From an optimization exercise on the open Yosys and OpenROAD flow, aimed at small area, a short achievable clock period and few clock cycles; shortcuts taken in it are not production practice.
Function was checked by simulation only, so behaviour that the tests miss may differ from the original.
Power is estimated from default activity; no workload was simulated.

==> flow/design.v (outline; a module is shown in full before it is edited, if it fits) <==
// module DPDDecode: 20 lines
// module DPDDecodeN: 11 lines
// module dfp_mul128: 1736 lines
module dfp_mul128(clk, ld, a, b, o, sign_exe, inf, overflow, underflow, done);
  // ...
==> flow/run.sh <==
#!/bin/bash
# synth_recipe.tcl (not shown) runs the flow's synth.tcl, then flattens the netlist and writes it again
# the make line also repeats each setting of config.mk as NAME=value (left out here)
make -C /OpenROAD-flow-scripts/flow DESIGN_CONFIG=/design/flow/config.mk WORK_HOME=/design/flow/orfs CLKGATE_MAP_FILE= SYNTH_SCRIPT=/design/flow/synth_recipe.tcl finish
==> flow/config.mk <==
export PLATFORM = sky130hd
export DESIGN_NAME = dfp_mul128
export DESIGN_NICKNAME = dfp_mul128
export VERILOG_FILES = /design/flow/design.v
export SDC_FILE = /design/flow/constraint.sdc
export NUM_CORES = 4
export LEC_CHECK = 0
export CAP_MARGIN = 30
export CORE_MARGIN = 2
export CORE_UTILIZATION = 60
export SETUP_SLACK_MARGIN = 1.0
export SLEW_MARGIN = 20
==> flow/constraint.sdc <==
create_clock -name core_clock -period 5.0 [get_ports {clk}]
set_input_delay 1.0000 -clock core_clock [delete_from_list [all_inputs] [get_ports {clk}]]
set_output_delay 1.0000 -clock core_clock [all_outputs]
set_load 0.01 [all_outputs]
==> flow_summary_export.csv, run 1 <==
group,metric,value,unit
outcome,status,"finished clean",
clock_network,cts.clk_slew.worst_paths,0.07,ns
power,power.internal,26.7,mW
timing,setup_viol,0,
worst_setup_path,cp_cell_sequence,"nor3b_1 -> nand3_1 -> a211oi_2 -> nor3_1 -> o31a_1 -> nor4_2 -> buf_4 -> o21a_1 -> o311ai_0 -> a22oi_1",
worst_setup_path,crit_end,"hi[124]$_DFF_P_",
final_layout,drive_above_1_share,0.0724,
global_routing,use_met3,0.153,
power,clkPwrFrac,0.192,
timing,hold_viol,0,
routing,wl,320000,µm
yosys,ys_ff_latch,1074,
worst_setup_path,timing.rr.start,"R[53]$_SDFF_PP0_",
yosys,synthCells,9542,
global_routing,grt_start_max_net_pins,183,
final_layout,multi_input_area,52500,µm²
global_routing,grt.total_usage,0.448,
final_layout,nonClkBufAreaFrac,0.0853,
global_routing,grt_antenna_before_repair,54,
final_layout,nMultiInputCombCells,6769,
final_layout,stdcell_count,11700,
yosys,synth_cell_types,94,
yosys,syn-cell-area,80600,µm²
power,pwr-share-seq,0.283,
power,power_leader,"combinational logic",
routing,drtPass1Iterations,11,
clock_network,cts_sinks,1074,
final_layout,largest_class,"multi-input combinational cells",
worst_setup_path,critical_path_class,"register to register",
routing,top_layer,"met5",
global_routing,busiest_layer,"met2",
timing,setup_slack,0.921,ns
Testbench counts, summed over its fixed seeds: cycles 5,376.
==> run 2, diff against run 1 <==
--- a/flow/design.v
+++ b/flow/design.v
@@ -305,24 +305,26 @@
 		default: grp = 10'd0;
 		endcase
 reg [9:0] sel;	 
 always @(posedge clk) begin
 	cnt <= ld ? 6'd0 : (cnt == 6'd20) ? cnt : cnt + 6'd1;
 	sel <= grp;
 	done <= !ld && cnt == 6'd19;
 end
-function [6:0] dm10;	 
+function [6:0] dm10;
 input [5:0] t;
-reg [2:0] q;
-reg [3:0] r;
 begin
-	q = t >= 6'd40 ? 3'd4 : t >= 6'd30 ? 3'd3 : t >= 6'd20 ? 3'd2 : t >= 6'd10 ? 3'd1 : 3'd0;
-	r = t[3:0] - q * 4'd10;	 
-	dm10 = {q, r};
+	dm10[0] = (t == 6'd1) | (t == 6'd3) | (t == 6'd5) | (t == 6'd7) | (t == 6'd9) | (t == 6'd11) | (t == 6'd13) | (t == 6'd15) | (t == 6'd17) | (t == 6'd19) | (t == 6'd21) | (t == 6'd23) | (t == 6'd25) | (t == 6'd27) | (t == 6'd29) | (t == 6'd31) | (t == 6'd33) | (t == 6'd35) | (t == 6'd37) | (t == 6'd39) | (t == 6'd41) | (t == 6'd43) | (t == 6'd45) | (t == 6'd47) | (t == 6'd49);
+	dm10[1] = (t == 6'd2) | (t == 6'd3) | (t == 6'd6) | (t == 6'd7) | (t == 6'd12) | (t == 6'd13) | (t == 6'd16) | (t == 6'd17) | (t == 6'd22) | (t == 6'd23) | (t == 6'd26) | (t == 6'd27) | (t == 6'd32) | (t == 6'd33) | (t == 6'd36) | (t == 6'd37) | (t == 6'd42) | (t == 6'd43) | (t == 6'd46) | (t == 6'd47);
+	dm10[2] = (t == 6'd4) | (t == 6'd5) | (t == 6'd6) | (t == 6'd7) | (t == 6'd14) | (t == 6'd15) | (t == 6'd16) | (t == 6'd17) | (t == 6'd24) | (t == 6'd25) | (t == 6'd26) | (t == 6'd27) | (t == 6'd34) | (t == 6'd35) | (t == 6'd36) | (t == 6'd37) | (t == 6'd44) | (t == 6'd45) | (t == 6'd46) | (t == 6'd47);
+	dm10[3] = (t == 6'd8) | (t == 6'd9) | (t == 6'd18) | (t == 6'd19) | (t == 6'd28) | (t == 6'd29) | (t == 6'd38) | (t == 6'd39) | (t == 6'd48) | (t == 6'd49);
+	dm10[4] = (t == 6'd10) | (t == 6'd11) | (t == 6'd12) | (t == 6'd13) | (t == 6'd14) | (t == 6'd15) | (t == 6'd16) | (t == 6'd17) | (t == 6'd18) | (t == 6'd19) | (t == 6'd30) | (t == 6'd31) | (t == 6'd32) | (t == 6'd33) | (t == 6'd34) | (t == 6'd35) | (t == 6'd36) | (t == 6'd37) | (t == 6'd38) | (t == 6'd39);
+	dm10[5] = (t == 6'd20) | (t == 6'd21) | (t == 6'd22) | (t == 6'd23) | (t == 6'd24) | (t == 6'd25) | (t == 6'd26) | (t == 6'd27) | (t == 6'd28) | (t == 6'd29) | (t == 6'd30) | (t == 6'd31) | (t == 6'd32) | (t == 6'd33) | (t == 6'd34) | (t == 6'd35) | (t == 6'd36) | (t == 6'd37) | (t == 6'd38) | (t == 6'd39);
+	dm10[6] = (t == 6'd40) | (t == 6'd41) | (t == 6'd42) | (t == 6'd43) | (t == 6'd44) | (t == 6'd45) | (t == 6'd46) | (t == 6'd47) | (t == 6'd48) | (t == 6'd49);
 end
 endfunction
 reg [203:0] R;	 
 reg [11:0] stage;	 
 reg [143:0] lo;	 
 wire [6:0] d0 = dm10(R[5:0]);
 wire [6:0] d1 = dm10(R[11:6]);
 wire [6:0] d2 = dm10(R[17:12]);
==> flow/config.mk (replaced) <==
export PLATFORM = sky130hd
export DESIGN_NAME = dfp_mul128
export DESIGN_NICKNAME = dfp_mul128
export VERILOG_FILES = /design/flow/design.v
export SDC_FILE = /design/flow/constraint.sdc
export NUM_CORES = 4
export LEC_CHECK = 0
export CAP_MARGIN = 35
export CORE_MARGIN = 2
export CORE_UTILIZATION = 60
export SETUP_SLACK_MARGIN = 1.5
export SLEW_MARGIN = 25
==> run 2 against run 1 <==
  * Critical path type unchanged
  * Still clean on timing, DRC and antenna
  * Core utilization rose by 3.3 points
  * Sequential power is 3% higher
  * Global-route usage decreased by 2.0 points
  * Clock skew down 0.018 ns
==> flow_summary_export.csv, run 2 <==
group,metric,value,unit
outcome,status,"finished clean",
final_layout,layout_common_cells,"dfxtp_1 (853), nand2_1 (825), inv_1 (720), nor2_1 (692), ha_1 (657)",
worst_setup_path,crit_top_cell,"fa_2",
placed_design,dp_hpwl,246000,µm
clock_network,cts_buffers,117,
worst_setup_path,crit_fanout,4,
worst_setup_path,r2r-end,"P27_0[4]$_SDFF_PP0_",
global_routing,grt_start_max_net_pins,192,
routing,wl_per_cell,26.4,µm
floorplanning,core,140000,µm²
final_layout,nets,11800,
yosys,synthTopCellsByArea,"dfxtp_1 (25%), ha_1 (11%), fa_1 (8.0%)",
worst_setup_path,cp_cell_sequence,"ha_4 -> mux2_4 -> a222oi_1 -> fa_1 -> inv_2 -> fa_2 -> fa_2 -> a21o_1 -> a21oi_2 -> xor2_1 -> nor2_1",
routing,wl_met3,48700,µm
clock_network,clock_path_buffers,3,
worst_setup_path,critPathBufInv,1,
global_routing,grt_pass1_vias,74300,
power,power.internal,27.5,mW
floorplanning,fp-row-count,137,
worst_setup_path,end_kind,"register",
worst_setup_path,cp_slowest_cell,"a222oi_1",
final_layout,register_area,22100,µm²
worst_hold_path,hp-class,"register to register",
power,static-leakage-power,45.0,nW
routing,vias,81900,
final_layout,syn_to_final_growth,20.0,%
yosys,synthArstFlopShare,0,
worst_setup_path,worst_setup_path_start_kind,"register",
yosys,ys_seq_area_frac,0.255,
yosys,yosysTopAreaCell,"dfxtp_1",
timing,rsz0062_at_grt,"true",
timing,fin_tns_setup,0,ns
routing,drtPass1Iterations,11,
clock_network,cts_tree,"built",
timing,period_needed,3.64,ns
final_layout,multi_input_area,60000,µm²
final_layout,largest_register_ff_count,202,
floorplanning,dieHeight,379,µm
yosys,synth-main-ff-cell,"dfxtp_1",
worst_setup_path,r2r_cells,11,
routing,drc,0,
floorplanning,dieArea,144000,µm²
timing,hold_viol,0,
yosys,synth.top_cells.by_count,"dfxtp_1 (1074), nand2_1 (832), inv_1 (769)",
final_layout,final_core_util,0.725,
timing,max_freq,274,MHz
routing,drt_iter0_drc,12400,
worst_setup_path,worst_path_largest_cell_delay,0.63,ns
yosys,synthCells,10100,
final_layout,regMostFlops,"R",
clock_network,postCtsHoldBufs,0,
final_layout,n_fill_cell,10500,
worst_setup_path,worstPathRequired,5.65,ns
yosys,ys_ff_latch,1074,
routing,ant_nets,0,
timing,setup_viol,0,
placed_design,place.port_buffers,553,
worst_setup_path,cp_num_cells,11,
routing,met1_length,124000,µm
yosys,synth_area_per_cell,8.35,µm²
power,switching_share,0.428,
global_routing,gr-total-overflow,0,
global_routing,grt_antenna_before_repair,53,
power,power_frac_comb,0.525,
worst_hold_path,holdPathStages,0,
power,powerDensity,474,nW/µm²
final_layout,drive_above_1_share,0.158,
worst_setup_path,cp-startpoint,"rb1[101]$_DFF_P_",
power,clkPwrFrac,0.191,
global_routing,grt.total_usage,0.428,
timing,slew_headroom,0.271,
clock_network,cts_sinks,1074,
power,pwr-share-seq,0.285,
yosys,synth_top_area_frac,0.255,
clock_network,cts.clk_slew.worst_paths,0.06,ns
worst_setup_path,timing.rr.start,"rb1[101]$_DFF_P_",
placed_design,gp_congestion,1.09,
worst_setup_path,critical_path_class,"register to register",
floorplanning,die_w,379,µm
clock_network,cts_root_buf,"clkbuf_16",
yosys,synth_warnings,2,
timing,worst_slew_pin_slew,1.08,ns
clock_network,htree_num_levels,3,
routing,wl,329000,µm
job,max-cap-violations,0,
routing,top_layer,"met5",
final_layout,top_regs,"R x202, lo x144, rb4 x137",
worst_setup_path,cpLargestDelayFamily,"adder cells",
yosys,syn-cell-area,84400,µm²
yosys,synth_cell_types,110,
yosys,yosysMostFrequentCell,"dfxtp_1",
floorplanning,boundaryPins,562,
global_routing,grt_pass1_wl,465000,µm
timing,clock_skew,0.0445,ns
worst_setup_path,cp.arrival,4.29,ns
clock_network,clk-insertion-delay-late,0.78,ns
worst_setup_path,r2r_slack,1.36,ns
routing,via_per_inst,6.58,
yosys,synth-edff-count,0,
routing,wl_met2,134000,µm
power,switching_power,20.5,mW
power,ir_worst_vdd,362,µV
final_layout,layout_commonest_cell,"dfxtp_1",
worst_setup_path,crit_end,"P27_0[4]$_SDFF_PP0_",
floorplanning,initial_core_util,0.605,
timing,period_share,0.729,
timing,timing.final.max_slew_violations,0,
==> run 2: cell count changes after synthesis, moves of 38 or more <==
| cell | previous run | this run |
|---|---|---|
| nor2b_1 | 283 | 321 |
| inv_1 | 1055 | 769 |
| nand2b_1 | 161 | 280 |
| clkbuf_1 | 451 | 573 |
| nand2_1 | 703 | 832 |
| o22ai_1 | 38 | 117 |
==> run 2: repair_timing <==
action                                  CTS  global route
buffers inserted                         55           168
gates cloned                              0             1
pin swaps                               102           425
endpoints found under the setup margin  297           316
resized for setup                       436           746
==> run 2: per-stage QoR <==
step	power (mW)	instances	hold slack, ns	worst slack, ns	area [µm²]
after floorplan	29.3	10100	0.310	1.50	84600
after CTS	45.5	12300	0.327	1.38	96800
after global routing	51.0	12400	0.336	1.28	101000
after global placement	35.0	12000	0.310	0.279	90900
after detailed placement	35.7	12000	0.313	0.266	91000
final	48.0	12500	0.326	1.36	101000
==> run 2: layer usage <==
layer	track usage	up-vias
met4	0.242	42
li1	-	36400
met5	0.00412	-
met2	0.609	5551
met3	0.159	1196
met1	0.554	38700
==> run 2: area by class of cell <==
class	count	share of cell area
Inverter	775	0.0294
Antenna cell	21	0.000519
Clock buffer	154	0.0324
Clock inverter	65	0.00797
Tap cell	1876	0.0232
Timing Repair Buffer	1029	0.0951
Multi-Input combinational cell	7457	0.593
Sequential cell	1074	0.218
==> run 2: kinds of logic (layout without fill, tap and decap cells) <==
kind of cell	Yosys count	after routing	share of synthesized area
AND/OR/NAND/NOR	2954	2954	0.173
other	1	29	0.0000445
flip-flops	1074	1074	0.255
multiplexers	238	238	0.0297
AO/OA/AOI/OAI	2663	2663	0.220
XOR/XNOR	495	495	0.0514
buffers and inverters	1582	2023	0.0778
adder cells (fa/ha/maj)	1099	1099	0.193
==> run 2: worst reg2reg max path, delay by kind of cell (launching register included) <==
family	cells	cell delay, ns
buffers and inverters	1	0.08
multiplexers	1	0.26
adder cells (fa/ha/maj)	4	1.59
AND/OR/NAND/NOR	1	0.06
flip-flops	1	0.41
AO/OA/AOI/OAI	3	0.95
XOR/XNOR	1	0.18
==> run 2: worst min-delay path by stage <==
| stage | from | endpoint | slack (ns) |
|---|---|---|---|
| 3_3_place_gp | lo[140]$_SDFF_PP0_ | lo[132]$_DFF_P_ | 0.31 |
| 4_1_cts | lo[138]$_SDFF_PP0_ | lo[130]$_DFF_P_ | 0.33 |
| 6_report | lo[138]$_SDFF_PP0_ | lo[130]$_DFF_P_ | 0.33 |
| 2_1_floorplan | lo[136]$_SDFF_PP0_ | lo[128]$_DFF_P_ | 0.31 |
| 5_1_grt | lo[138]$_SDFF_PP0_ | lo[130]$_DFF_P_ | 0.34 |
| 3_5_place_dp | lo[138]$_SDFF_PP0_ | lo[130]$_DFF_P_ | 0.31 |
==> run 2: power by group through the flow <==
stage / sequential, mW / combinational [mW] / clock, mW
floorplan: 11.8 / 17.4 / 0
global placement: 13.5 / 21.5 / 0
detailed placement: 13.6 / 22.2 / 0
CTS: 13.5 / 22.9 / 9.18
global route: 13.9 / 27.5 / 9.54
finish: 13.7 / 25.2 / 9.17
Testbench counts of run 2, summed over its fixed seeds: cycles 5,376.

## static timing again, ports no longer ideal
Ports are ideal in the flow. The routed layouts listed here were re-timed in OpenROAD.
Step 1, drivers: a clkbuf_16 drives clk and a buf_2 each remaining input, both assumed.
Step 2 adds t to the input delays and takes it off the output delays; t is the mean of the earliest and latest rising clock arrival at the registers after step 1. Input paths then give back, and output paths get back, about the clock's delay inside the block.
Three values: ideal ports, drivers, drivers and shift; two values: the first two.
run	t (ns)	setup slack, ns	clock arrival spread, ns	slew at the worst register clock pin (ns)	worst slew at a driven data input, ns
run 1	0.845	0.921 / 0.921 / 0.211	0.062 / 0.062	0.07 / 0.07	0.27
run 2	0.845	1.357 / 1.357 / 0.627	0.045 / 0.046	0.07 / 0.07	0.41
After both steps setup and hold are still met in every run listed. The setup slack of run 2, which loses most, moves by 0.000 ns with the drivers and by -0.730 ns with both steps.
